This is an optimization exercise on Yosys and OpenROAD, whose aim is small area, a short achievable clock period and few clock cycles, not a production implementation.
Only simulation tests tie the RTL to the original design; equivalence was not proved.
Power figures rest on the tool's default switching activity, not on a simulated workload.

File: flow/run.sh
#!/bin/bash
# synth_recipe.tcl (not shown) runs the flow's synth.tcl, then flattens the netlist and writes it again
# the make line also repeats each setting of config.mk as NAME=value (left out here)
make -C /OpenROAD-flow-scripts/flow DESIGN_CONFIG=/design/flow/config.mk WORK_HOME=/design/flow/orfs CLKGATE_MAP_FILE= SYNTH_SCRIPT=/design/flow/synth_recipe.tcl finish
File: flow/design.v
module decode (
input clk,
input [31:0] memory,
output reg [5:0] opcode, funct,
output reg [4:0] rs, rt, rd, shamt,
output reg [25:0] addr,
output reg [15:0] imm
);
    always @ (*) begin
        opcode = memory[31:26];
        funct = memory[5:0];
        rs = memory[25:21];
        rt = memory[20:16];
        rd = memory[15:11];
        shamt = memory[10:6];
        imm = memory[15:0];
        addr = memory[25:0];
    end
endmodule
module alu (clk, out, a, b, shamt, funct, go, hi, lo);
	input clk;
	output reg [31:0] out;
	output reg [31:0] hi, lo;
	input [31:0] a, b;
	input [5:0] funct;
	input [4:0] shamt;
	input go;
	always @ (*) begin
		case (funct)
			6'h00: out = a << shamt;  
			6'h02: out = a >> shamt;  
			6'h03: out = a >>> shamt;  
			6'h10: out = hi;  
			6'h12: out = lo;  
			6'h20: out = a + b;
			6'h22: out = a - b;
			6'h24: out = a & b;  
			6'h25: out = a | b;  
			6'h26: out = a ^ b;  
			6'h27: out = ~(a | b);  
			6'h2A: out = (a < b);  
			default: out = 32'b0;
		endcase
	end
	always @ (posedge clk) begin
		if (go) begin
			case (funct)
				6'h18: {hi, lo} <= a * b;  
				6'h1A: 
				begin
				if (b == 32'b0) begin
					hi <= a;
					lo <= 32'hFFFFFFFF;
				end else begin
					hi <= a % b;
					lo <= a / b;
				end
				end
				default: ;
			endcase
		end
	end
endmodule
module cpu (clk, rst, imem_addr, imem_data, dmem_addr, dmem_re, dmem_wdata, dmem_we, dmem_rdata);
	input clk;
	input rst;
	output [15:0] imem_addr;
	input [31:0] imem_data;
	output [11:0] dmem_addr;
	output dmem_re;
	output [31:0] dmem_wdata;
	output dmem_we;
	input [31:0] dmem_rdata;
	reg [31:0] registers [31:0];
	wire [31:0] instruction;
	reg [15:0] programCounter;
	wire [31:0] a, b;
	wire [31:0] hi, lo;
	wire [31:0] out;
	wire ALUen;
	wire [5:0] opcode, funct;
	wire [4:0] rs, rt, rd, shamt;
	wire [25:0] addr;
	wire [15:0] imm;
	assign instruction = imem_data;
	assign imem_addr = programCounter;
	decode decode (clk, instruction, opcode, funct, rs, rt, rd, shamt, addr, imm);
	assign a = registers[rs];
	assign b = registers[rt];
	assign ALUen = (opcode == 6'h0) && !rst;
	alu mather (clk, out, a, b, shamt, funct, ALUen, hi, lo);
	wire [31:0] effAddr = registers[rs] + {16'b0, imm};
	assign dmem_addr = effAddr[11:0];
	assign dmem_wdata = registers[rt];
	assign dmem_we = (opcode == 6'h2B) && !rst;
	assign dmem_re = (opcode == 6'h23) && !rst;
	always @ (posedge clk) begin
		if (rst) begin
			programCounter <= 16'h0;
			registers[0] <= 32'h0;
		end else begin
		case (opcode)
			6'h0:
				begin
					if (funct != 6'h18 && funct != 6'h1A)
						registers[rd] <= out;
					programCounter <= programCounter + 1;
				end
			6'hF:
				begin
					registers[rs] <= {16'b0, imm};
					programCounter <= programCounter + 1;
				end
			6'h23:
				begin
					registers[rt] <= dmem_rdata;
					programCounter <= programCounter + 1;
				end
			6'h2B:
				begin
					programCounter <= programCounter + 1;
				end
			6'h4:
				begin
					if (registers[rs] == registers[rt])
						programCounter <= imm;
					else
						programCounter <= programCounter + 1;
				end
			6'h2:
				begin
					programCounter <= imm;
				end
			default: ;
		endcase
		end
	end
endmodule
File: flow/constraint.sdc
create_clock -name core_clock -period 110.0 [get_ports {clk}]
set_input_delay 22.0000 -clock core_clock [delete_from_list [all_inputs] [get_ports {clk}]]
set_output_delay 22.0000 -clock core_clock [all_outputs]
set_load 0.01 [all_outputs]
File: flow/config.mk
export PLATFORM = sky130hd
export DESIGN_NAME = cpu
export DESIGN_NICKNAME = cpu
export VERILOG_FILES = /design/flow/design.v
export SDC_FILE = /design/flow/constraint.sdc
export NUM_CORES = 4
export LEC_CHECK = 0
export CAP_MARGIN = 20
export CORE_MARGIN = 2
export CORE_UTILIZATION = 40
export SLEW_MARGIN = 20
==> results.tsv <==
stage	metric	value	unit
outcome	status	no timing/DRC/antenna violations	
timing	Worst Clk Skew	0.0728	ns
clock_tree	CTS tree	yes	
drt	routed vias/inst	6.42	
synthesis	Mapped Area	123000	µm²
synthesis	Yosys warnings	3	
timing	worst hold slack	0.515	ns
finish	area taken by multi-input logic gates	83500	µm²
finish	most common cell after layout, fill and taps aside	nand2_1	
finish	Storage cell area	33000	µm²
min_path	hold crit path type	flop to flop	
finish	synthesis-to-layout area growth	9.86	%
synthesis	Main synth FF type	edfxtp_1	
die	die height	559	µm
drt	final WL	564000	µm
finish	most frequent cells in the layout	1441 x nand2_1, 1233 x inv_1, 1088 x edfxtp_1	
timing	Fin Setup TNS	0	ns
power_and_ir_drop	clock network power share	11.4	%
clock_tree	Max Root-Sink Buffers	3	
power_and_ir_drop	P_sw	1.91	mW
critical_path	total stage count of the critical path	347	
power_and_ir_drop	power density cells	26.3	nW/µm²
drt	DRC violations left	0	
drt	Starting DRT DRC Count	14700	
die	full die area	313000	µm²
critical_path	CP endpoint kind	flop	
clock_tree	Clk Latency, worst-skew pair	0.82	ns
critical_path	Data arrival, critical path	105.74	ns
run	# Max-Cap Violations	0	
global_route	gr ovfl total	0	
placement	pre-CTS setup slack	0.209	ns
power_and_ir_drop	Max VDD drop	92.2	µV
die	CORE AREA	306000	µm²
critical_path	Worst Setup SP	imem_data[16]	
finish	end-of-flow core utilization	44.2	%
global_route	total track usage	35.1	%
clock_tree	clock-pin slew on the worst setup and hold paths	0.06	ns
power_and_ir_drop	P_int	1.65	mW
placement	I/O Buffers	127	
power_and_ir_drop	Logic pwr share	75.0	%
critical_path	Critical Path RT	110.47	ns
critical_path	Max FO, Critical Path	57	
placement	detailed-placement wirelength estimate	414000	µm
clock_tree	H-tree level count	3	
critical_path	peak per-stage delay on the critical path	0.83	ns
finish	share of layout cells above drive strength 1	12.1	%
synthesis	sequential share of the synthesized area	26.8	%
global_route	number of global-route vias before repair	104000	
critical_path	Buf/Inv on CP	24	
synthesis	FFs w/ async S/R, synth	0	%
timing	final setup fails	0	
critical_path	Reg2Reg Setup Slack	26.20	ns
timing	Final min period	105.27	ns
power_and_ir_drop	Leakage Power	57.9	nW
synthesis	Yosys reg bits	1104	
clock_tree	Inserted Clock Buffers	118	
drt	DR WL/cell	33.4	µm
timing	Slew Viols, Final	0	
clock_tree	Root Driver	clkbuf_16	
drt	DRT Pass-1 Iters	8	
critical_path	kind of cell adding the most delay to the critical path	compound AO/OA/AOI/OAI gates	
finish	Fill cells	29600	
synthesis	Post-synth EDFFs	1088	
die	Std-Cell Rows	203	
global_route	antenna violations before repair	61	
timing	slew margin rel.	17.2	%
timing	final worst path period share	95.7	%
critical_path	Worst Reg-to-Reg Cells	346	
critical_path	Worst R2R End	mather.hi[2]	
placement	placed cells	16600	
die	DIE WIDTH	559	µm
global_route	first-pass GRT wire length	787000	µm
clock_tree	# clock sinks	1104	
die	Ports	128	
timing	Max Fclk	9.50	MHz
timing	worst-margin pin slew	1.21	ns
critical_path	CP Class	primary input to flop	
critical_path	end of the critical path	mather.hi[2]	
critical_path	crit path launch type	primary input	
synthesis	Mapped Cells	12600	
synthesis	syn_area_per_cell	9.77	µm²
placement	RePlAce Congestion	1.08	
power_and_ir_drop	Sw Share	53.7	%
critical_path	reg-to-reg startpoint	registers[18][12]	
global_route	largest net degree at the start of global routing	125	
finish	Layout Nets	14500	
critical_path	Most common cell on crit path	o21a_1	
finish	Finished Layout Cells	16900	
synthesis	Synthesized Nets	14500	
power_and_ir_drop	Flop pwr share	13.6	%
die	Initial Util	40.2	%
timing	final hold viol count	0	
drt	DR vias	108000	
synthesis	Synth cell types	128	
timing	setup ws final	4.73	ns
drt	Antenna Nets Post-Route	0	
critical_path	Worst path slowest cell	a211oi_1	
-- cells by family after synthesis --
kind of cell	synth area share, %
AO/OA/AOI/OAI	14.5
XOR/XNOR	2.69
adder cells (fa/ha/maj)	23.8
buffers and inverters	6.45
flip-flops	26.8
multiplexers	12.5
AND/OR/NAND/NOR	13.3
-- worst reg2reg max path, delay by kind of cell, from the launching register on --
family	cells	cell delay (ns)
buf+inv	23	4.84
compound gates	202	48.09
flops	1	0.39
simple gates	75	16.21
fa+ha+maj	31	9.15
mux	15	4.82
-- per-stage QoR --
| stage | instance area (µm²) | power [mW] |
|---|---|---|
| 2_1_floorplan | 123000 | 2.20 |
| 3_3_place_gp | 131000 | 3.07 |
| 3_5_place_dp | 131000 | 3.04 |
| 4_1_cts | 135000 | 3.46 |
| 5_1_grt | 135000 | 3.74 |
| 6_report | 135000 | 3.56 |
-- area by class of cell --
| cell class | count | share of cell area [%] |
|---|---|---|
| Clock buffer | 139 | 2.24 |
| Multi-Input combinational cell | 9545 | 61.7 |
| Antenna cell | 26 | 0.0481 |
| Timing Repair Buffer | 596 | 3.73 |
| Sequential cell | 1104 | 24.4 |
| Tap cell | 4100 | 3.79 |
| Clock inverter | 81 | 0.615 |
| Inverter | 1278 | 3.54 |
-- how the worst min path moves through the flow --
stage | startpoint | endpoint | slack, ns | depth (start not counted)
global placement | programCounter[14] | programCounter[14] | 0.50 | 2
detailed placement | programCounter[14] | programCounter[14] | 0.50 | 2
global route | programCounter[14] | programCounter[14] | 0.55 | 2
floorplan | programCounter[0] | programCounter[0] | 0.51 | 2
CTS | programCounter[14] | programCounter[14] | 0.51 | 2
finish | programCounter[14] | programCounter[14] | 0.51 | 2
-- power by group through the flow --
| stage | Combinational [mW] | Sequential (mW) | Clock (mW) |
|---|---|---|---|
| after global placement | 2.58 | 0.493 | 0 |
| final | 2.67 | 0.485 | 0.406 |
| after CTS | 2.57 | 0.484 | 0.406 |
| after floorplan | 1.70 | 0.493 | 0 |
| after global routing | 2.84 | 0.484 | 0.421 |
| after detailed placement | 2.54 | 0.493 | 0 |
-- cell usage after synthesis (216+ instances only) --
| cell type | n | area [µm²] |
|---|---|---|
| edfxtp_1 | 1088 | 32700 |
| nor2_1 | 1018 | 3820 |
| nand2_1 | 1442 | 5410 |
| ha_1 | 902 | 11300 |
| xnor2_1 | 232 | 2030 |
| fa_1 | 900 | 18000 |
| o21ai_0 | 467 | 2340 |
| mux2i_1 | 484 | 4840 |
| clkbuf_1 | 424 | 1590 |
| inv_1 | 1247 | 4680 |
| a21o_1 | 216 | 1620 |
| mux4_2 | 400 | 9010 |
| nor3_1 | 312 | 1560 |
| a21oi_1 | 681 | 3410 |
-- timing repair --
action,4_1_cts,5_1_grt
hold buffers,0,0
gates resized for setup,0,88
endpoints found under the setup margin,0,34
buffers inserted,0,24
-- routing by layer --
layer  track usage (%)  up-vias  routed length [µm]
li1                  -    45300                   -
met1              43.7    54200              208000
met2              52.8     7032              243000
met3              9.95     1709               66600
met4              23.5       48               46200
met5                 0        -                 324
-- flip-flops by register name, summed over array words and instances (netlist names) --
name / cells
mather.hi: 32
mather.lo: 32
programCounter: 16
registers: 1024
Testbench counts, summed over its fixed seeds: cycles 183,780.

[re-timing with driven ports]
Ports are ideal in the flow. The routed layout listed here was re-timed in OpenROAD. Step 1 sets driving cells, clkbuf_16 on the clock port and buf_2 on the other inputs (assumed; they add their load-dependent delay and slew). Step 2 also shifts input and output timing later by t, the mid clock arrival at the registers, as if the neighbouring blocks saw the same clock. Slacks: ideal ports / drivers / drivers and shift; pairs: ideal ports / drivers.
t, ns: 0.855
slack for setup (ns): 4.730 / 4.683 / 3.828
latest minus earliest clock arrival (ns): 0.077 / 0.078
worst register clock-pin slew, ns: 0.07 / 0.07
pins driven straight from the clock port: 1
After both steps this run still meets setup and hold. For this run, drivers alone change the setup slack by -0.047 ns; drivers and shift together by -0.902 ns.
